Background: an optimization exercise with open tools, aiming at small area and a short achievable clock period. Do not read the settings as production practice. The RTL was checked by simulation tests, not by an equivalence proof against the original design.

$ cat design.v
module MPCA_top (
    input              clk,
    input      [127:0] packets,
    input       [11:0] channel_load,
    input        [8:0] channel_capacity,
    input       [63:0] KEY,
    output reg  [15:0] grant_channel
);
reg [127:0] packets_r;
reg  [11:0] channel_load_r;
reg   [8:0] channel_capacity_r;
reg  [63:0] KEY_r;
wire [15:0] grant_channel_w;
always @(posedge clk) begin
    packets_r          <= packets;
    channel_load_r     <= channel_load;
    channel_capacity_r <= channel_capacity;
    KEY_r              <= KEY;
    grant_channel      <= grant_channel_w;
end
MPCA u_mpca (
    .packets          (packets_r),
    .channel_load     (channel_load_r),
    .channel_capacity (channel_capacity_r),
    .KEY              (KEY_r),
    .grant_channel    (grant_channel_w)
);
endmodule

module MPCA(
    input [127:0] packets,
    input  [11:0] channel_load,
    input   [8:0] channel_capacity,
    input  [63:0] KEY,
    output [15:0] grant_channel
);
integer i, j, p, c;
genvar r;
wire [15:0] k0 = KEY[15:0];
wire [15:0] k1, k2s, k3s;
add16 ka (.a({k0[6:0], k0[15:7]}), .b(KEY[31:16]), .cin(1'b0), .s(k1));
add16 kb (.a({k1[6:0], k1[15:7]}), .b(KEY[47:32]), .cin(1'b0), .s(k2s));
wire [15:0] k2 = k2s ^ 16'd1;
add16 kc (.a({k2[6:0], k2[15:7]}), .b(KEY[63:48]), .cin(1'b0), .s(k3s));
wire [15:0] k3 = k3s ^ 16'd2;
wire [15:0] w [0:7];
generate
    for (r = 0; r < 4; r = r + 1) begin : dec
        wire [15:0] x0 = packets[32*r +: 16];
        wire [15:0] y0 = packets[32*r+16 +: 16];
        wire [15:0] ty1 = y0 ^ x0;  wire [15:0] y1 = {ty1[1:0], ty1[15:2]};
        wire [15:0] tx1;  add16 s1 (.a(x0 ^ k3), .b(~y1), .cin(1'b1), .s(tx1));
        wire [15:0] x1 = {tx1[8:0], tx1[15:9]};
        wire [15:0] ty2 = y1 ^ x1;  wire [15:0] y2 = {ty2[1:0], ty2[15:2]};
        wire [15:0] tx2;  add16 s2 (.a(x1 ^ k2), .b(~y2), .cin(1'b1), .s(tx2));
        wire [15:0] x2 = {tx2[8:0], tx2[15:9]};
        wire [15:0] ty3 = y2 ^ x2;  wire [15:0] y3 = {ty3[1:0], ty3[15:2]};
        wire [15:0] tx3;  add16 s3 (.a(x2 ^ k1), .b(~y3), .cin(1'b1), .s(tx3));
        wire [15:0] x3 = {tx3[8:0], tx3[15:9]};
        wire [15:0] ty4 = y3 ^ x3;  wire [15:0] y4 = {ty4[1:0], ty4[15:2]};
        wire [15:0] tx4;  add16 s4 (.a(x3 ^ k0), .b(~y4), .cin(1'b1), .s(tx4));
        wire [15:0] x4 = {tx4[8:0], tx4[15:9]};
        assign w[2*r]   = x4;
        assign w[2*r+1] = y4;
    end
endgenerate
wire [7:0] rk [0:7];      
wire [4:0] base [0:7];    
wire [1:0] pref [0:7];
wire [7:0] valid;
generate
    for (r = 0; r < 8; r = r + 1) begin : fld
        wire m  = w[r][1];
        wire q0 = w[r][13], q1 = w[r][14];
        wire l0 = w[r][9], l1 = w[r][10], l2 = w[r][11], l3 = w[r][12];
        wire c0 = w[r][7], c1 = w[r][8];
        wire s0 = w[r][2], s1 = w[r][3], s2 = w[r][4];
        wire mc = m & c1;
    wire kk_t1 = ~c0 ^ s0;
    wire kk_t2 = ~c0 & s0;
    wire kk_t3 = ~l0 ^ ~c1 ^ ~c0;
    wire kk_t4 = (~l0 & ~c1) | (~l0 & ~c0) | (~c1 & ~c0);
    wire kk_t5 = s1 ^ kk_t2 ^ kk_t3;
    wire kk_t6 = (s1 & kk_t2) | (s1 & kk_t3) | (kk_t2 & kk_t3);
    wire kk_t7 = q0 ^ ~l1 ^ ~c1;
    wire kk_t8 = (q0 & ~l1) | (q0 & ~c1) | (~l1 & ~c1);
    wire kk_t9 = s2 ^ mc ^ kk_t4;
    wire kk_t10 = (s2 & mc) | (s2 & kk_t4) | (mc & kk_t4);
    wire kk_t11 = kk_t6 ^ kk_t7 ^ kk_t9;
    wire kk_t12 = (kk_t6 & kk_t7) | (kk_t6 & kk_t9) | (kk_t7 & kk_t9);
    wire kk_t13 = q1 ^ ~l2 ^ ~(m & s2);
    wire kk_t14 = (q1 & ~l2) | (q1 & ~(m & s2)) | (~l2 & ~(m & s2));
    wire kk_t15 = mc ^ kk_t8 ^ kk_t10;
    wire kk_t16 = (mc & kk_t8) | (mc & kk_t10) | (kk_t8 & kk_t10);
    wire kk_t17 = kk_t12 ^ kk_t13 ^ kk_t15;
    wire kk_t18 = (kk_t12 & kk_t13) | (kk_t12 & kk_t15) | (kk_t13 & kk_t15);
    wire kk_t19 = ~l3 ^ ~(m & q1) ^ kk_t14;
    wire kk_t20 = (~l3 & ~(m & q1)) | (~l3 & kk_t14) | (~(m & q1) & kk_t14);
    wire kk_t21 = kk_t16 ^ kk_t18 ^ kk_t19;
    wire kk_t22 = (kk_t16 & kk_t18) | (kk_t16 & kk_t19) | (kk_t18 & kk_t19);
    wire kk_t23 = m & l3 ^ kk_t20 ^ kk_t22;
    wire kk_t24 = (m & l3 & kk_t20) | (m & l3 & kk_t22) | (kk_t20 & kk_t22);
    wire [6:0] kk = {kk_t24, kk_t23, kk_t21, kk_t17, kk_t11, kk_t5, kk_t1};
        assign rk[r] = {w[r][15], kk};
    wire bb_t1 = w[r][5] ^ ~w[r][2];
    wire bb_t2 = w[r][5] & ~w[r][2];
    wire bb_t3 = kk[1] ^ w[r][6] ^ ~w[r][3];
    wire bb_t4 = (kk[1] & w[r][6]) | (kk[1] & ~w[r][3]) | (w[r][6] & ~w[r][3]);
    wire bb_t5 = bb_t2 ^ bb_t3;
    wire bb_t6 = bb_t2 & bb_t3;
    wire bb_t7 = kk[2] ^ w[r][4] ^ bb_t4;
    wire bb_t8 = (kk[2] & w[r][4]) | (kk[2] & bb_t4) | (w[r][4] & bb_t4);
    wire bb_t9 = bb_t6 ^ bb_t7;
    wire bb_t10 = bb_t6 & bb_t7;
    wire bb_t11 = bb_t8 ^ bb_t10;
    wire bb_t12 = bb_t8 & bb_t10;
    wire [4:0] bb = {bb_t12, bb_t11, bb_t9, bb_t5, bb_t1};
        assign base[r] = bb;
        assign pref[r] = w[r][6:5];
        assign valid[r] = w[r][15];
    end
endgenerate
function ge8;    
    input [7:0] a, b;
    integer n;
    reg t;
    begin
        t = 1'b1;
        for (n = 0; n < 8; n = n + 1) t = (a[n] & ~b[n]) | ((a[n] | ~b[n]) & t);
        ge8 = t;
    end
endfunction
function [1:0] fadd;
    input a, b, c;
    fadd = {(a & b) | (a & c) | (b & c), a ^ b ^ c};
endfunction
reg [63:0] bf;
always @(*) begin
    bf = 64'd0;
    for (i = 0; i < 8; i = i + 1)
        for (j = i + 1; j < 8; j = j + 1) begin
            bf[8*i+j] = ge8(rk[i], rk[j]);
            bf[8*j+i] = ~bf[8*i+j];
        end
end
wire [2:0] pos [0:7];
wire [63:0] sel;     
generate
    for (r = 0; r < 8; r = r + 1) begin : rnk
        wire [6:0] x;
        genvar t;
        for (t = 0; t < 7; t = t + 1) begin : cb
            assign x[t] = bf[8*(t < r ? t : t + 1) + r];
        end
        wire [1:0] a0 = fadd(x[0], x[1], x[2]);
        wire [1:0] a1 = fadd(x[3], x[4], x[5]);
        wire [1:0] a2 = fadd(a0[0], a1[0], x[6]);
        wire [1:0] a3 = fadd(a0[1], a1[1], a2[1]);
        assign pos[r] = {a3[1], a3[0], a2[0]};
        for (t = 0; t < 8; t = t + 1) begin : dc
            assign sel[8*t + r] = (pos[r] == t);
        end
    end
endgenerate
wire [1:0] v0 = fadd(valid[0], valid[1], valid[2]);
wire [1:0] v1 = fadd(valid[3], valid[4], valid[5]);
wire [1:0] v2 = fadd(valid[6], valid[7], v0[0]);
wire [1:0] v3 = fadd(v0[1], v1[1], v2[1]);
wire [1:0] v4 = fadd(v1[0], v2[0], 1'b0);
wire [1:0] v5 = fadd(v3[0], v4[1], 1'b0);
wire [1:0] v6 = fadd(v3[1], v5[1], 1'b0);
wire [3:0] nv = {v6[1], v6[0], v5[0], v4[0]};
reg       vs [0:7];
reg [1:0] ps [0:7];
always @(*) begin
    for (p = 0; p < 8; p = p + 1) begin
        vs[p] = (p == 0) ? |nv : (p < 4) ? (nv[3] | nv[2] | (p == 1 ? nv[1] : (p == 2 ? nv[1] & nv[0] : 1'b0))) :
                (p < 7) ? (nv[3] | (nv[2] & (p == 4 ? (nv[1] | nv[0]) : (p == 5 ? nv[1] : nv[1] & nv[0])))) : nv[3];
        ps[p] = 2'd0;
        for (i = 0; i < 8; i = i + 1)
            ps[p] = ps[p] | ({2{sel[8*p+i]}} & pref[i]);
    end
end
function [1:0] fa;   
    input [1:0] s;
    fa = {s[0], ~s[1] & ~s[0]};
endfunction
function [1:0] fb;   
    input [1:0] s;
    fb = {~s[1] & ~s[0], s[1]};
endfunction
wire [3:0] ld [0:2];
assign ld[0] = channel_load[3:0];
assign ld[1] = channel_load[7:4];
assign ld[2] = channel_load[11:8];
function cgt;    
    input [2:0] v;
    input integer k;
    case (k)
        0: cgt = |v;
        1: cgt = v[2] | v[1];
        2: cgt = v[2] | (v[1] & v[0]);
        3: cgt = v[2];
        4: cgt = v[2] & (v[1] | v[0]);
        5: cgt = v[2] & v[1];
        default: cgt = &v;
    endcase
endfunction
reg [6:0] T [0:2];       
reg [1:0] pv;            
reg [3:0] av;            
reg [1:0] g [0:7];       
reg [1:0] s;
reg       found;
always @(*) begin
    for (c = 0; c < 3; c = c + 1)
        for (j = 0; j < 7; j = j + 1)
            T[c][j] = cgt(channel_capacity[3*c +: 3], j);
    pv = 2'd3;
    for (p = 0; p < 8; p = p + 1) begin
        av = {1'b0, T[2][0], T[1][0], T[0][0]};
        s = (pv == 2'd3) ? ps[p] : pv;
        found = av[s] | av[fa(s)] | av[fb(s)];
        if (!vs[p])            g[p] = 2'd3;
        else if (av[ps[p]])    g[p] = ps[p];
        else if (av[s])        g[p] = s;
        else if (av[fa(s)])    g[p] = fa(s);
        else if (av[fb(s)])    g[p] = fb(s);
        else                   g[p] = 2'd3;
        if (vs[p] && !av[ps[p]]) pv = found ? fa(s) : fb(s);
        for (c = 0; c < 3; c = c + 1)
            if (g[p] == c) T[c] = {1'b0, T[c][6:1]};
    end
end
function [16:0] ft;
    input [3:0] L;
    case (L)
        4'd0: ft = 17'h00380;
        4'd1: ft = 17'h101c0;
        4'd2: ft = 17'h180e0;
        4'd3: ft = 17'h18060;
        4'd4: ft = 17'h0c030;
        4'd5: ft = 17'h06018;
        4'd6: ft = 17'h02008;
        4'd7: ft = 17'h01004;
        4'd8: ft = 17'h00802;
        4'd9: ft = 17'h00000;
        4'd10: ft = 17'h00000;
        4'd11: ft = 17'h00000;
        4'd12: ft = 17'h00000;
        4'd13: ft = 17'h00000;
        4'd14: ft = 17'h00000;
        4'd15: ft = 17'h10000;
    endcase
endfunction
reg [16:0] ftab [0:2];
reg [2:0] fl [0:7];      
always @(*) begin
    for (c = 0; c < 3; c = c + 1) ftab[c] = ft(ld[c]);
    for (i = 0; i < 8; i = i + 1)
        for (c = 0; c < 3; c = c + 1)
            fl[i][c] = ftab[c][base[i]];
end
function gt5;    
    input [4:0] a, b;
    integer n;
    reg t;
    begin
        t = 1'b0;
        for (n = 0; n < 5; n = n + 1) t = (a[n] & ~b[n]) | ((a[n] | ~b[n]) & t);
        gt5 = t;
    end
endfunction
reg [4:0] nw [0:2];      
reg [7:0] eqc;
reg [1:0] a0, a1, a2, a3, a4, a5, a6;
reg [3:0] cnt;
reg [1:0] M;
reg       g10, g01, g21, g12, g20, g02;
reg       alleq;
reg [1:0] gr [0:7];      
reg [7:0] el [0:2];      
reg [7:0] cr [0:2];      
reg       hs [0:2];
reg [7:0] isc;
reg       mv;
reg [1:0] dest;
reg [1:0] c1, c2;
reg       cy;
reg [15:0] gc;
always @(*) begin
    for (i = 0; i < 8; i = i + 1) begin
        gr[i] = 2'd0;
        for (p = 0; p < 8; p = p + 1)
            gr[i] = gr[i] | ({2{sel[8*p+i]}} & g[p]);
    end
    for (c = 0; c < 3; c = c + 1) begin
        for (p = 0; p < 8; p = p + 1) eqc[p] = (g[p] == c);
        a0 = fadd(eqc[0], eqc[1], eqc[2]);
        a1 = fadd(eqc[3], eqc[4], eqc[5]);
        a2 = fadd(eqc[6], eqc[7], a0[0]);
        a3 = fadd(a0[1], a1[1], a2[1]);
        a4 = fadd(a1[0], a2[0], 1'b0);
        a5 = fadd(a3[0], a4[1], 1'b0);
        a6 = fadd(a3[1], a5[1], 1'b0);
        cnt = {a6[1], a6[0], a5[0], a4[0]};
        cy = 1'b0;
        for (j = 0; j < 4; j = j + 1) begin
            {cy, nw[c][j]} = fadd(ld[c][j], cnt[j], cy);
        end
        nw[c][4] = cy;
        for (i = 0; i < 8; i = i + 1) el[c][i] = (gr[i] == c) & ~fl[i][c];
        for (i = 0; i < 8; i = i + 1) begin
            cr[c][i] = el[c][i];
            for (j = 0; j < 8; j = j + 1)
                if (j != i) cr[c][i] = cr[c][i] & (~el[c][j] | bf[8*j+i]);
        end
        hs[c] = |el[c];
    end
    g10 = gt5(nw[1], nw[0]); g01 = gt5(nw[0], nw[1]);
    g21 = gt5(nw[2], nw[1]); g12 = gt5(nw[1], nw[2]);
    g20 = gt5(nw[2], nw[0]); g02 = gt5(nw[0], nw[2]);
    M = (g10 ? g21 : g20) ? 2'd2 : {1'b0, g10};
    alleq = ~g10 & ~g01 & ~g21 & ~g12;
    isc = cr[M];
    mv = hs[M] & ~alleq;
    c1 = fa(M); c2 = fb(M);
    if      (T[c1][0] && !(nw[c1][4] | &nw[c1][3:0])) dest = c1;
    else if (T[c2][0] && !(nw[c2][4] | &nw[c2][3:0])) dest = c2;
    else                                              dest = 2'd3;
    for (i = 0; i < 8; i = i + 1)
        gc[2*i +: 2] = (mv & isc[i]) ? dest : gr[i];
end
assign grant_channel = gc;
endmodule
module add16(input [15:0] a, input [15:0] b, input cin, output [15:0] s);
wire [15:0] p = a ^ b;
wire [15:0] g0;
assign g0[0] = (a[0] & b[0]) | (p[0] & cin);
assign g0[15:1] = a[15:1] & b[15:1];
wire [15:0] t0 = p;
wire g1_15 = g0[15] | (t0[15] & g0[14]);
wire t1_15 = t0[15] & t0[14];
wire g1_14 = g0[14] | (t0[14] & g0[13]);
wire t1_14 = t0[14] & t0[13];
wire g1_13 = g0[13] | (t0[13] & g0[12]);
wire t1_13 = t0[13] & t0[12];
wire g1_12 = g0[12] | (t0[12] & g0[11]);
wire t1_12 = t0[12] & t0[11];
wire g1_11 = g0[11] | (t0[11] & g0[10]);
wire t1_11 = t0[11] & t0[10];
wire g1_10 = g0[10] | (t0[10] & g0[9]);
wire t1_10 = t0[10] & t0[9];
wire g1_9 = g0[9] | (t0[9] & g0[8]);
wire t1_9 = t0[9] & t0[8];
wire g1_8 = g0[8] | (t0[8] & g0[7]);
wire t1_8 = t0[8] & t0[7];
wire g1_7 = g0[7] | (t0[7] & g0[6]);
wire t1_7 = t0[7] & t0[6];
wire g1_6 = g0[6] | (t0[6] & g0[5]);
wire t1_6 = t0[6] & t0[5];
wire g1_5 = g0[5] | (t0[5] & g0[4]);
wire t1_5 = t0[5] & t0[4];
wire g1_4 = g0[4] | (t0[4] & g0[3]);
wire t1_4 = t0[4] & t0[3];
wire g1_3 = g0[3] | (t0[3] & g0[2]);
wire t1_3 = t0[3] & t0[2];
wire g1_2 = g0[2] | (t0[2] & g0[1]);
wire t1_2 = t0[2] & t0[1];
wire g1_1 = g0[1] | (t0[1] & g0[0]);
wire g2_15 = g1_15 | (t1_15 & g1_13);
wire t2_15 = t1_15 & t1_13;
wire g2_14 = g1_14 | (t1_14 & g1_12);
wire t2_14 = t1_14 & t1_12;
wire g2_13 = g1_13 | (t1_13 & g1_11);
wire t2_13 = t1_13 & t1_11;
wire g2_12 = g1_12 | (t1_12 & g1_10);
wire t2_12 = t1_12 & t1_10;
wire g2_11 = g1_11 | (t1_11 & g1_9);
wire t2_11 = t1_11 & t1_9;
wire g2_10 = g1_10 | (t1_10 & g1_8);
wire t2_10 = t1_10 & t1_8;
wire g2_9 = g1_9 | (t1_9 & g1_7);
wire t2_9 = t1_9 & t1_7;
wire g2_8 = g1_8 | (t1_8 & g1_6);
wire t2_8 = t1_8 & t1_6;
wire g2_7 = g1_7 | (t1_7 & g1_5);
wire t2_7 = t1_7 & t1_5;
wire g2_6 = g1_6 | (t1_6 & g1_4);
wire t2_6 = t1_6 & t1_4;
wire g2_5 = g1_5 | (t1_5 & g1_3);
wire t2_5 = t1_5 & t1_3;
wire g2_4 = g1_4 | (t1_4 & g1_2);
wire t2_4 = t1_4 & t1_2;
wire g2_3 = g1_3 | (t1_3 & g1_1);
wire g2_2 = g1_2 | (t1_2 & g0[0]);
wire g3_15 = g2_15 | (t2_15 & g2_11);
wire t3_15 = t2_15 & t2_11;
wire g3_14 = g2_14 | (t2_14 & g2_10);
wire t3_14 = t2_14 & t2_10;
wire g3_13 = g2_13 | (t2_13 & g2_9);
wire t3_13 = t2_13 & t2_9;
wire g3_12 = g2_12 | (t2_12 & g2_8);
wire t3_12 = t2_12 & t2_8;
wire g3_11 = g2_11 | (t2_11 & g2_7);
wire t3_11 = t2_11 & t2_7;
wire g3_10 = g2_10 | (t2_10 & g2_6);
wire t3_10 = t2_10 & t2_6;
wire g3_9 = g2_9 | (t2_9 & g2_5);
wire t3_9 = t2_9 & t2_5;
wire g3_8 = g2_8 | (t2_8 & g2_4);
wire t3_8 = t2_8 & t2_4;
wire g3_7 = g2_7 | (t2_7 & g2_3);
wire g3_6 = g2_6 | (t2_6 & g2_2);
wire g3_5 = g2_5 | (t2_5 & g1_1);
wire g3_4 = g2_4 | (t2_4 & g0[0]);
wire g4_15 = g3_15 | (t3_15 & g3_7);
wire g4_14 = g3_14 | (t3_14 & g3_6);
wire g4_13 = g3_13 | (t3_13 & g3_5);
wire g4_12 = g3_12 | (t3_12 & g3_4);
wire g4_11 = g3_11 | (t3_11 & g2_3);
wire g4_10 = g3_10 | (t3_10 & g2_2);
wire g4_9 = g3_9 | (t3_9 & g1_1);
wire g4_8 = g3_8 | (t3_8 & g0[0]);
assign s[0] = p[0] ^ cin;
assign s[1] = p[1] ^ g0[0];
assign s[2] = p[2] ^ g1_1;
assign s[3] = p[3] ^ g2_2;
assign s[4] = p[4] ^ g2_3;
assign s[5] = p[5] ^ g3_4;
assign s[6] = p[6] ^ g3_5;
assign s[7] = p[7] ^ g3_6;
assign s[8] = p[8] ^ g3_7;
assign s[9] = p[9] ^ g4_8;
assign s[10] = p[10] ^ g4_9;
assign s[11] = p[11] ^ g4_10;
assign s[12] = p[12] ^ g4_11;
assign s[13] = p[13] ^ g4_12;
assign s[14] = p[14] ^ g4_13;
assign s[15] = p[15] ^ g4_14;
endmodule
$ cat run.sh
#!/bin/bash
# synth_recipe.tcl (not shown) runs the flow's synth.tcl, then flattens the netlist and writes it again
# the make line also repeats each setting of config.mk as NAME=value (left out here)
make -C /OpenROAD-flow-scripts/flow DESIGN_CONFIG=/design/flow/config.mk WORK_HOME=/design/flow/orfs CLKGATE_MAP_FILE= SYNTH_SCRIPT=/design/flow/synth_recipe.tcl finish
$ cat config.mk
export PLATFORM = sky130hd
export DESIGN_NAME = MPCA_top
export DESIGN_NICKNAME = MPCA_top
export VERILOG_FILES = /design/flow/design.v
export SDC_FILE = /design/flow/constraint.sdc
export NUM_CORES = 4
export LEC_CHECK = 0
export CAP_MARGIN = 20
export CORE_MARGIN = 2
export CORE_UTILIZATION = 40
export SLEW_MARGIN = 20
$ cat constraint.sdc
create_clock -name core_clock -period 55.0 [get_ports {clk}]
set_input_delay 11.0000 -clock core_clock [delete_from_list [all_inputs] [get_ports {clk}]]
set_output_delay 11.0000 -clock core_clock [all_outputs]
set_load 0.01 [all_outputs]
==> results of run 1 <==
[final cells by class]
type	instances	area, um^2	area share [%]
multi-input combinational	4232	34970	73.70
timing repair buffer	288	2735	5.763
sequential	259	5185	10.93
antenna	2	5.005	0.01055
clock inverter	17	197.7	0.4166
inverter	484	1823	3.841
tap	1391	1740	3.667
clock buffer	37	795.8	1.677
[state kept, by name, summed over array words and instances (netlist names)]
register,count
channel_capacity_r,9
grant_channel,16
u_mpca.ftab,30
KEY_r,64
channel_load_r,12
packets_r,128
[how the worst min path moves through the flow]
| stage | end | cells past startpoint | slack, ns | startpoint |
|---|---|---|---|---|
| after global routing | grant_channel[15] | 4 | 1.41 | u_mpca.ftab[2][16] |
| after CTS | grant_channel[13] | 4 | 1.36 | u_mpca.ftab[2][16] |
| after detailed placement | grant_channel[15] | 4 | 1.32 | u_mpca.ftab[2][16] |
| after global placement | grant_channel[15] | 4 | 1.35 | u_mpca.ftab[2][16] |
| final | grant_channel[1] | 4 | 1.42 | u_mpca.ftab[2][16] |
| after floorplan | grant_channel[13] | 6 | 1.05 | channel_load_r[11] |
[cells in the mapped netlist, drive strengths merged, types with 46 or more instances]
master | count | area share (%)
nor2 | 270 | 2.4
mux4 | 62 | 3.3
a21o | 109 | 1.9
inv | 477 | 4.2
mux2 | 46 | 1.2
xor2 | 357 | 7.4
o22ai | 58 | 0.89
xnor2 | 406 | 8.5
o21ai | 270 | 3.2
nor3 | 86 | 1.2
a211oi | 95 | 1.8
ha | 368 | 11
o211ai | 53 | 0.97
nand2 | 328 | 2.9
o21a | 49 | 0.87
nand3 | 73 | 0.88
a31oi | 58 | 0.93
nor2b | 62 | 0.91
dfxtp | 259 | 12
a21oi | 387 | 4.6
clkbuf | 110 | 0.97
maj3 | 121 | 2.9
o21bai | 51 | 0.90
fa | 178 | 8.4
nand2b | 67 | 0.99
[metrics by stage]
| stage | util (%) | setup slack (ns) | hold WS (ns) |
|---|---|---|---|
| finish | 45.02 | 13.42 | 1.416 |
| global route | 45.01 | 10.72 | 1.408 |
| detailed placement | 44.06 | 13.91 | 1.323 |
| floorplan | - | 20.87 | 1.047 |
| CTS | 45.01 | 13.78 | 1.356 |
| global placement | 44.05 | 14.18 | 1.348 |
[per-layer routing]
layer  wire length, um  part of all wire (%)  global-route usage [%]
met2             83320                    47                   54.35
met3             11170                   6.3                   3.849
met5                13                0.0073                       0
met1             71120                    40                   38.60
met4             11480                   6.5                   17.12
[worst max-delay path, delay by kind of cell, from the launching register on]
| family | cells | cell delay (ns) |
|---|---|---|
| AO/OA/AOI/OAI | 76 | 18.18 |
| adder cells (fa/ha/maj) | 25 | 9.73 |
| AND/OR/NAND/NOR | 29 | 5.86 |
| XOR/XNOR | 12 | 4.16 |
| buffers and inverters | 13 | 1.87 |
| multiplexers | 3 | 1.02 |
| flip-flops | 1 | 0.51 |
[logic make-up (layout without fill, tap and decap cells)]
group / Yosys count / in the layout / synth area share [%]
AO/OA/AOI/OAI: 1513 / 1513 / 24.50
adder cells (fa/ha/maj): 667 / 667 / 22.06
flip-flops: 259 / 259 / 12.19
buffers and inverters: 632 / 826 / 5.774
multiplexers: 144 / 144 / 5.395
other: 0 / 2 / 0
XOR/XNOR: 781 / 781 / 16.81
AND/OR/NAND/NOR: 1127 / 1127 / 13.27
==> impl_metrics.json, run 1 <==
{
  "outcome": "finished clean",
  "endpoint": "grant_channel[4]",
  "starting_density_pct": 40.35,
  "postSynthRegisterBits": 259,
  "die_w_um": 330.1,
  "nNetsFinal": 6054,
  "hpwlAfterDp_um": 149500,
  "finalWirelength_um": 177100,
  "r2r-end": "grant_channel[4]",
  "synthCells": 5123,
  "startpoint_type_of_the_worst_setup_path": "register",
  "final_common_cell": "inv_1",
  "grt_start_max_net_pins": 24,
  "cp-startpoint": "KEY_r[8]",
  "post-route-min-period_ns": 41.58,
  "synth.distinct_cells": 137,
  "report.final.hold_viol_count": 0,
  "critPathKind": "register to register",
  "hold_class": "register to register",
  "grt_setup_unrepaired": "no",
  "clk_lat_worst_skew_ns": 0.63,
  "cts_resized": 0,
  "synth.cell_area_mm2": 0.04253,
  "slew_headroom_pct": 11.30,
  "crit_top_cell": "a21oi_1",
  "cts.sinks": 259,
  "synth_async_sr_flop_share_pct": 0,
  "final_cell_mix": "inv_1, xnor2_1, a21oi_1",
  "drive_above_1_share_pct": 6.771,
  "number_of_nets_in_the_synthesized_netlist": 5883,
  "die-height_um": 330.1,
  "io-pin-count": 230,
  "core-area_mm2": 0.1054,
  "worst_ep_required_time_ns": 55.50,
  "fp-row-count": 119,
  "grt_pass1_vias": 40050,
  "first_pass_iters": 18,
  "fin_skew_ns": 0.01591,
  "n_fill_cell": 10540,
  "clk_path_buf_depth": 3,
  "maxClockFrequency_mhz": 24.05,
  "crit_arrival_ns": 42.08,
  "crit_fanout": 23,
  "drt_first_iter_violations": 3898,
  "report.final.setup_viol": 0,
  "tritoncts": "built",
  "finalWeightedCongestion": 1.057,
  "ant_nets": 0,
  "cp-end-kind": "register",
  "flow.area_growth_from_synthesis_pct": 11.58,
  "avgSynthCellArea_um2": 8.302,
  "initial_antenna_violation_count": 4,
  "synth_seq_area_share_pct": 12.19,
  "post-route-cell-area_mm2": 0.04746,
  "htree_num_levels": 1,
  "placed_instances": 6653,
  "placement.io_buffers": 229,
  "drc": 0,
  "path_clk_slew_ns": 0.07,
  "place_area_mm2": 0.04645,
  "post_cts_buffers": 0,
  "grt.total_usage_pct": 31.67,
  "num_vias": 40970,
  "hold_buffers": 0,
  "grt_first_pass_wirelength_um": 258800,
  "clock_tree.root_cell": "clkbuf_16",
  "cpPeakStageDelay_ns": 0.88,
  "die-area_mm2": 0.1090,
  "ff2ff_setup_slack_ns": 13.42,
  "remaining_global_route_overflow": 0,
  "layout_cells_excl_fill": 6710,
  "max_slew.worst_pin.slew_ns": 1.326,
  "ys_dominant_reg_cell": "dfxtp_1",
  "post_drt_wl_per_cell_um": 26.39,
  "max-cap-violations": 0,
  "tns_ns": 0,
  "period_share_pct": 75.59,
  "ff2ff_path_depth": 158,
  "final-max-slew-violation-count": 0,
  "yosysWarnings": 13,
  "worst_path_cell_with_the_longest_stage_delay": "fa_1",
  "cts-buffers-inserted": 29,
  "worst_r2r_startpoint": "KEY_r[8]",
  "synth-edff-count": 0,
  "routed_via_density": 6.106
}
==> run 2, diff against run 1 <==
--- a/design.v
+++ b/design.v
@@ -233,32 +233,37 @@
     end
 end
-function [16:0] ft;
+function [10:0] fw;    
     input [3:0] L;
     case (L)
-        4'd0: ft = 17'h00380;
-        4'd1: ft = 17'h101c0;
-        4'd2: ft = 17'h180e0;
-        4'd3: ft = 17'h18060;
-        4'd4: ft = 17'h0c030;
-        4'd5: ft = 17'h06018;
-        4'd6: ft = 17'h02008;
-        4'd7: ft = 17'h01004;
-        4'd8: ft = 17'h00802;
-        4'd9: ft = 17'h00000;
-        4'd10: ft = 17'h00000;
-        4'd11: ft = 17'h00000;
-        4'd12: ft = 17'h00000;
-        4'd13: ft = 17'h00000;
-        4'd14: ft = 17'h00000;
-        4'd15: ft = 17'h10000;
+        4'd0: fw = {1'b0, 10'h380};
+        4'd1: fw = {1'b1, 10'h1c0};
+        4'd2: fw = {1'b1, 10'h0e0};
+        4'd3: fw = {1'b1, 10'h060};
+        4'd4: fw = {1'b0, 10'h030};
+        4'd5: fw = {1'b0, 10'h018};
+        4'd6: fw = {1'b0, 10'h008};
+        4'd7: fw = {1'b0, 10'h004};
+        4'd8: fw = {1'b0, 10'h002};
+        4'd9: fw = {1'b0, 10'h000};
+        4'd10: fw = {1'b0, 10'h000};
+        4'd11: fw = {1'b0, 10'h000};
+        4'd12: fw = {1'b0, 10'h000};
+        4'd13: fw = {1'b0, 10'h000};
+        4'd14: fw = {1'b0, 10'h000};
+        4'd15: fw = {1'b1, 10'h000};
     endcase
 endfunction
-reg [16:0] ftab [0:2];
+reg [10:0] fwin [0:2];
+reg [10:0] bm [0:7];     
 reg [2:0] fl [0:7];      
 always @(*) begin
-    for (c = 0; c < 3; c = c + 1) ftab[c] = ft(ld[c]);
-    for (i = 0; i < 8; i = i + 1)
+    for (c = 0; c < 3; c = c + 1) fwin[c] = fw(ld[c]);
+    for (i = 0; i < 8; i = i + 1) begin
+        for (j = 0; j < 10; j = j + 1)
+            bm[i][j] = (base[i] == j) | (base[i] == j + 10);
+        bm[i][10] = base[i][4];
         for (c = 0; c < 3; c = c + 1)
-            fl[i][c] = ftab[c][base[i]];
+            fl[i][c] = |(bm[i] & fwin[c]);
+    end
 end
 function gt5;    
==> flow/run.sh (new file) <==
#!/bin/bash
# The standard layout (standard.sh) with two changes to how it is made:
# - synthesis maps no full/half adder cells (ADDER_MAP_FILE empty), so ABC
#   maps all of the arbiter's logic itself, seeing whole paths; registers,
#   flattening and names are as in the standard synthesis;
# - every input and output port is still buffered, with the smallest buffer
#   (sky130_fd_sc_hd__buf_1) instead of the resizer's pick.
# The clock, the SDC and all other settings are left as they are.
set -euo pipefail
export ADDER_MAP_FILE=
export BUFFER_PORTS_ARGS="-buffer_cell sky130_fd_sc_hd__buf_1"
bash standard.sh > standard_flow.log 2>&1
==> standard.sh (new file) <==
#!/bin/bash
# synth_recipe.tcl (not shown) runs the flow's synth.tcl, then flattens the netlist and writes it again
# the make line also repeats each setting of config.mk as NAME=value (left out here)
make -C /OpenROAD-flow-scripts/flow DESIGN_CONFIG=/design/flow/config.mk WORK_HOME=/design/flow/orfs CLKGATE_MAP_FILE= SYNTH_SCRIPT=/design/flow/synth_recipe.tcl "${@:-finish}"
--- a/config.mk
+++ b/config.mk
@@ -6,4 +6,5 @@
 export NUM_CORES = 4
 export LEC_CHECK = 0
+export ABC_AREA = 1
 export CAP_MARGIN = 20
 export CORE_MARGIN = 2
removed: run.sh
==> run 2 against run 1 <==
  * Sequential share of layout area down 2.9 points
  * Non-clock buffer count down 13
  * Worst hold slack worse by 0.18 ns
  * First-iteration DRC count up 63%
  * Core utilization down 1.8 points
  * Global-route usage up 5.7 points
  * Die area up 41%
  * Flip-flop and latch count unchanged
  * Clock skew up 0.011 ns
  * Area after synthesis up 42%
  * Critical path type unchanged
  * Largest cell class unchanged
  * Highest routed layer is now met4
==> impl_metrics.json, run 2 <==
{
  "outcome": "finished clean",
  "drive_above_1_share_pct": 20.80,
  "worst_r2r_startpoint": "KEY_r[1]",
  "cpPeakStageDelay_ns": 0.92,
  "final_common_cell": "nand2_1",
  "slew_headroom_pct": 13.60,
  "post-route-cell-area_mm2": 0.06487,
  "placed_instances": 12990,
  "avgSynthCellArea_um2": 5.620,
  "finalWirelength_um": 298200,
  "io-pin-count": 230,
  "fin_skew_ns": 0.02669,
  "report.final.hold_viol_count": 0,
  "clk_path_buf_depth": 3,
  "num_vias": 72200,
  "ff2ff_setup_slack_ns": 28.80,
  "maxClockFrequency_mhz": 38.16,
  "cp-end-kind": "register",
  "htree_num_levels": 1,
  "synth.cell_area_mm2": 0.06039,
  "grt.total_usage_pct": 37.36,
  "crit_top_cell": "nand2_1",
  "post_drt_wl_per_cell_um": 22.84,
  "yosys.cell_count.top_type": "nand2_1",
  "synthCells": 10750,
  "tritoncts": "built",
  "yosysWarnings": 14,
  "top_cells_by_count_synth": "nand2_1, nand3_1, inv_1, nand2_2, nor2_1",
  "ff2ff_path_depth": 181,
  "period_share_pct": 47.65,
  "cts_resized": 0,
  "first_pass_iters": 9,
  "max_slew.worst_pin.slew_ns": 1.282,
  "fp-row-count": 142,
  "cp-startpoint": "KEY_r[1]",
  "drt_first_iter_violations": 6344,
  "flip_flop_count_of_the_largest_register_all_copies_and_words_added": 128,
  "report.final.setup_viol": 0,
  "ys_dominant_reg_cell": "dfxtp_1",
  "synth_async_sr_flop_share_pct": 0,
  "post_cts_buffers": 0,
  "hold_class": "register to register",
  "grt_pass1_vias": 66350,
  "synth_seq_area_share_pct": 8.586,
  "grt_start_max_net_pins": 25,
  "die-height_um": 392.5,
  "core-area_mm2": 0.1500,
  "synth-edff-count": 0,
  "placement.io_buffers": 229,
  "hold_path.startpoint": "channel_load_r[3]",
  "yosys.area.top_type_share_pct": 21.67,
  "startpoint_type_of_the_worst_setup_path": "register",
  "holdPathStages": 9,
  "worst_ep_required_time_ns": 55.57,
  "r2r-end": "grant_channel[1]",
  "hold_buffers": 0,
  "max-cap-violations": 0,
  "hpwlAfterDp_um": 260300,
  "die-area_mm2": 0.1541,
  "clock_tree.root_cell": "clkbuf_16",
  "ant_nets": 0,
  "hold_path_end": "grant_channel[11]",
  "crit_fanout": 24,
  "yosysTopAreaCell": "nand2_1",
  "grt_first_pass_wirelength_um": 428700,
  "synth.distinct_cells": 102,
  "initial_antenna_violation_count": 10,
  "flow.area_growth_from_synthesis_pct": 7.430,
  "final-max-slew-violation-count": 0,
  "critPathKind": "register to register",
  "number_of_nets_in_the_synthesized_netlist": 10960,
  "post-route-min-period_ns": 26.20,
  "crit_arrival_ns": 26.78,
  "regMostFlops": "packets_r",
  "cts-buffers-inserted": 31,
  "grt_setup_unrepaired": "no",
  "place_area_mm2": 0.06375,
  "postSynthRegisterBits": 259,
  "nNetsFinal": 11220,
  "path_clk_slew_ns": 0.06,
  "finalWeightedCongestion": 1.073,
  "n_fill_cell": 16660,
  "routed_via_density": 5.531,
  "layout.core_utilization_pct": 43.26,
  "layout_cells_excl_fill": 13050,
  "drc": 0,
  "die_w_um": 392.5,
  "tns_ns": 0,
  "yosys-top-cells-area": "nand2_1, nand3_1, nand2_2",
  "cts.sinks": 259,
  "remaining_global_route_overflow": 0,
  "clk_lat_worst_skew_ns": 0.69,
  "worst_path_cell_with_the_longest_stage_delay": "dfxtp_1",
  "final_cell_mix": "nand2_1, nand3_1, inv_1",
  "starting_density_pct": 40.27
}
==> run 2: changes by cell type in the layout (fill, tap and decap cells not counted), moves of 234 or more <==
cell	before	now
inv_2	4	238
nand2_1	327	3487
ha_1	368	0
nor2_1	268	661
xnor2_1	394	117
inv_1	473	1152
nand3_1	71	1485
nand3_2	2	260
nand2_2	1	903
==> run 2: logic make-up after synthesis <==
kind of cell | share of synthesized area [%]
flops | 8.586
mux | 0.01658
fa+ha+maj | 0.01658
buf+inv | 10.30
simple gates | 64.15
xor+xnor | 7.670
compound gates | 9.258
==> run 2: layer usage <==
metal	vias up	routed length, um	GRT usage (%)
li1	35080	-	-
met1	32880	110600	41.20
met2	3234	133900	61.86
met3	1009	18960	4.813
met4	0	34730	35.67
met5	-	0	0
==> run 2: worst max-delay path by stage <==
stage,endpoint,cells past startpoint
after floorplan,grant_channel[5],185
final,grant_channel[1],181
after global placement,grant_channel[3],181
after CTS,grant_channel[1],179
after global routing,grant_channel[1],185
after detailed placement,grant_channel[1],179
==> run 2: worst max-delay path: cells and delay by family (launching register included) <==
family                 cells  cell delay [ns]
buffers and inverters     14             1.59
XOR/XNOR                   4             1.86
flip-flops                 1             0.92
AO/OA/AOI/OAI              9             2.10
AND/OR/NAND/NOR          154            19.41
==> run 2: area by class of cell <==
type	count	area (um^2)	share of cell area, %
antenna	5	12.51	0.01929
clock buffer	36	834.6	1.286
clock inverter	20	267.8	0.4127
inverter	1478	5831	8.988
multi-input combinational	8965	49010	75.55
sequential	259	5185	7.992
tap	2016	2522	3.888
timing repair buffer	275	1206	1.859
==> run 2: through the flow <==
stage	hold WS (ns)	setup slack, ns
CTS	1.224	29.21
floorplan	0.9424	36.92
global placement	1.204	29.53
finish	1.235	28.80
detailed placement	1.206	29.35
global route	1.298	26.76
==> run 3, diff against run 2 <==
==> flow/run.sh (replaced) <==
#!/bin/bash
# The standard layout (standard.sh) with three changes to how it is made:
# - synthesis maps no full/half adder cells (ADDER_MAP_FILE empty), so ABC
#   maps all of the arbiter's logic itself, seeing whole paths; registers,
#   flattening and names are as in the standard synthesis;
# - every input and output port is still buffered, with the smallest buffer
#   (sky130_fd_sc_hd__buf_1) instead of the resizer's pick;
# - the resizer's setup repair aims at a shorter period than the clock's:
#   SETUP_SLACK_MARGIN asks repair_timing for that much positive slack.
# The clock, the SDC and all other settings are left as they are.
set -euo pipefail
export ADDER_MAP_FILE=
export BUFFER_PORTS_ARGS="-buffer_cell sky130_fd_sc_hd__buf_1"
export SETUP_SLACK_MARGIN=32
export TNS_END_PERCENT=5
bash standard.sh > standard_flow.log 2>&1
==> run 3 against run 2 <==
  * Routed wire length grew 1.7%
  * Count of clock-buffer cells in the layout unchanged
  * Die area is the same
  * Still clean on timing, DRC and antenna
  * Final cell count increased by 1.5%
  * Sequential share of layout area fell by 0.50 points
==> impl_metrics.json, run 3 <==
{
  "ys_dominant_reg_cell": "dfxtp_1",
  "synth.cell_area_mm2": 0.06039,
  "preCtsSetupSlack_ns": 29.35,
  "synth_seq_area_share_pct": 8.586,
  "postLayoutSetupSlackWorst_ns": 32.55,
  "cpPeakStageDelay_ns": 0.36,
  "final.hold.worst_slack_ns": 1.241,
  "drc": 0,
  "yosys-top-cells-area": "nand2_1, nand3_1, nand2_2",
  "tns_ns": 0,
  "crit_fanout": 9,
  "ff2ff_path_depth": 186,
  "synth_async_sr_flop_share_pct": 0,
  "grt_setup_unrepaired": "yes",
  "max-cap-violations": 0,
  "avgSynthCellArea_um2": 5.620,
  "first_pass_iters": 7,
  "gr_busiest_metal": "met2",
  "clk_lat_worst_skew_ns": 0.70,
  "regMostFlops": "packets_r",
  "drive_above_1_share_pct": 25.78,
  "io-pin-count": 230,
  "fin_skew_ns": 0.03144,
  "use_met3_pct": 4.669,
  "cp-end-kind": "register",
  "number_of_nets_in_the_synthesized_netlist": 10960,
  "grt_pass1_vias": 66790,
  "grt_util_met2_pct": 62.11,
  "globalRouteMet1Util_pct": 41.45,
  "critPathKind": "register to register",
  "final_common_cell": "nand2_1",
  "finalWeightedCongestion": 1.073,
  "clk_path_buf_depth": 3,
  "flip_flop_count_of_the_largest_register_all_copies_and_words_added": 128,
  "path_clk_slew_ns": 0.07,
  "maxClockFrequency_mhz": 44.55,
  "synthCells": 10750,
  "post_drt_wl_per_cell_um": 22.89,
  "final_cell_mix": "nand2_1, nand3_1, inv_1",
  "yosysTopAreaCell": "nand2_1",
  "period_share_pct": 40.81,
  "grt_first_pass_wirelength_um": 431000,
  "die-height_um": 392.5,
  "yosysWarnings": 14,
  "hold_path.startpoint": "channel_load_r[3]",
  "report.final.hold_viol_count": 0,
  "holdPathStages": 8,
  "postSynthRegisterBits": 259,
  "flow.area_growth_from_synthesis_pct": 15.39,
  "report.final.setup_viol": 0,
  "yosys.cell_count.top_type": "nand2_1",
  "tritoncts": "built",
  "yosys.area.top_type_share_pct": 21.67,
  "ff2ff_setup_slack_ns": 32.55,
  "hpwlAfterDp_um": 260300,
  "num_vias": 73240,
  "remaining_global_route_overflow": 0,
  "worst_ep_required_time_ns": 55.58,
  "crit_top_cell": "nand2_1",
  "n_fill_cell": 16420,
  "r2r-end": "grant_channel[1]",
  "finalWirelength_um": 303200,
  "grt_start_max_net_pins": 17,
  "max_slew.worst_pin.slew_ns": 1.259,
  "placement.io_buffers": 229,
  "synth-edff-count": 0,
  "crit_arrival_ns": 23.03,
  "initial_antenna_violation_count": 10,
  "nNetsFinal": 11420,
  "cts-buffers-inserted": 31,
  "drt_first_iter_violations": 6484,
  "multi_input_comb_area_mm2": 0.05204,
  "synth.distinct_cells": 102,
  "layout.core_utilization_pct": 46.47,
  "startpoint_type_of_the_worst_setup_path": "register",
  "outcome": "finished clean",
  "ff_latch_area_mm2": 0.005220,
  "core-area_mm2": 0.1500,
  "fp-row-count": 142,
  "ant_nets": 0,
  "routed_via_density": 5.529,
  "die-area_mm2": 0.1541,
  "worst_r2r_startpoint": "KEY_r[0]",
  "htree_num_levels": 1,
  "cts.sinks": 259,
  "starting_density_pct": 40.27,
  "hold_path_end": "grant_channel[11]",
  "grt.total_usage_pct": 37.56,
  "hold_class": "register to register",
  "clock_tree.root_cell": "clkbuf_16",
  "top_cells_by_count_synth": "nand2_1, nand3_1, inv_1, nand2_2, nor2_1",
  "slew_headroom_pct": 15.19,
  "final-max-slew-violation-count": 0,
  "post-route-min-period_ns": 22.45,
  "die_w_um": 392.5,
  "worst_path_cell_with_the_longest_stage_delay": "dfxtp_1"
}
==> run 3: cell counts after synthesis <==
No cell type changed its count.
==> run 3: cell type report <==
class / instances / area share (%)
Timing Repair Buffer: 461 / 4.123
Sequential cell: 259 / 7.491
Clock buffer: 36 / 1.198
Inverter: 1478 / 8.486
Multi-Input combinational cell: 8970 / 74.68
Clock inverter: 20 / 0.3843
Tap cell: 2016 / 3.620
Antenna cell: 5 / 0.01796
==> run 3: layer usage <==
layer | wire, um | share of wire, %
met5 | 0 | 0
met4 | 36990 | 12
met3 | 18990 | 6.3
met2 | 135200 | 45
met1 | 112000 | 37
==> run 3: logic make-up (layout without fill, tap and decap cells) <==
logic type,after synthesis,after routing,share of synthesized area (%)
adders and majority gates,1,1,0.01658
and+or+nand+nor,7662,7667,64.15
DFF,259,259,8.586
other,0,5,0
AOI/OAI and AO/OA,853,853,9.258
xor gates and xnor gates,448,448,7.670
muxes,1,1,0.01658
buffers and inverters,1521,1995,10.30
==> run 3: worst max path at each step <==
| stage | slack, ns | endpoint | cells past startpoint | startpoint |
|---|---|---|---|---|
| 4_1_cts | 32.00 | grant_channel[1] | 198 | KEY_r[0] |
| 3_5_place_dp | 29.35 | grant_channel[1] | 179 | KEY_r[1] |
| 6_report | 32.55 | grant_channel[1] | 186 | KEY_r[0] |
| 2_1_floorplan | 36.92 | grant_channel[5] | 185 | KEY_r[12] |
| 3_3_place_gp | 29.53 | grant_channel[3] | 181 | KEY_r[1] |
| 5_1_grt | 30.99 | grant_channel[1] | 189 | KEY_r[9] |
==> run 3: worst max-delay path, delay by kind of cell (launching register included) <==
kind            cells  cell delay [ns]
flops               1             0.36
buf+inv            24             2.92
xor+xnor            4             0.75
compound gates     10             1.87
simple gates      148            16.34
==> run 3: stage by stage <==
| step | instances | instance area [um^2] |
|---|---|---|
| 2_1_floorplan | 10750 | 60390 |
| 3_3_place_gp | 12990 | 63730 |
| 3_5_place_dp | 12990 | 63750 |
| 4_1_cts | 13090 | 66000 |
| 5_1_grt | 13240 | 69680 |
| 6_report | 13250 | 69680 |
==> run 3: what timing repair did <==
item / in CTS / in global routing
pin swaps: 21 / 132
endpoints found under the setup margin: 16 / 16
cloned: 1 / 4
buffers inserted: 39 / 147
gates resized for setup: 155 / 543
hold buffers: 0 / 0

==> static timing again, ports no longer ideal <==
The results above use ideal ports. As a check the final layouts listed here were re-extracted and re-timed, cells and wires unchanged. Step 1: set_driving_cell puts a clkbuf_16 on clk and a buf_2 on each other input, an assumption about the parent block. Step 2 also shifts input and output timing later by t, the mid clock arrival at the registers, as if the neighbouring blocks saw the same clock. Three values: no drivers, after step 1, after step 2; two values: the first two.
run | shift t [ns] | setup slack, ns | hold WS [ns] | clock arrival spread, ns
run 1 | 0.688 | 13.423 / 13.423 / 13.423 | 1.416 / 1.416 / 1.416 | 0.024 / 0.024
run 2 | 0.768 | 28.795 / 28.795 / 28.795 | 1.235 / 1.235 / 1.235 | 0.042 / 0.041
run 3 | 0.768 | 32.553 / 32.553 / 32.553 | 1.241 / 1.241 / 1.241 | 0.044 / 0.044
After both steps every run listed still meets setup and hold.
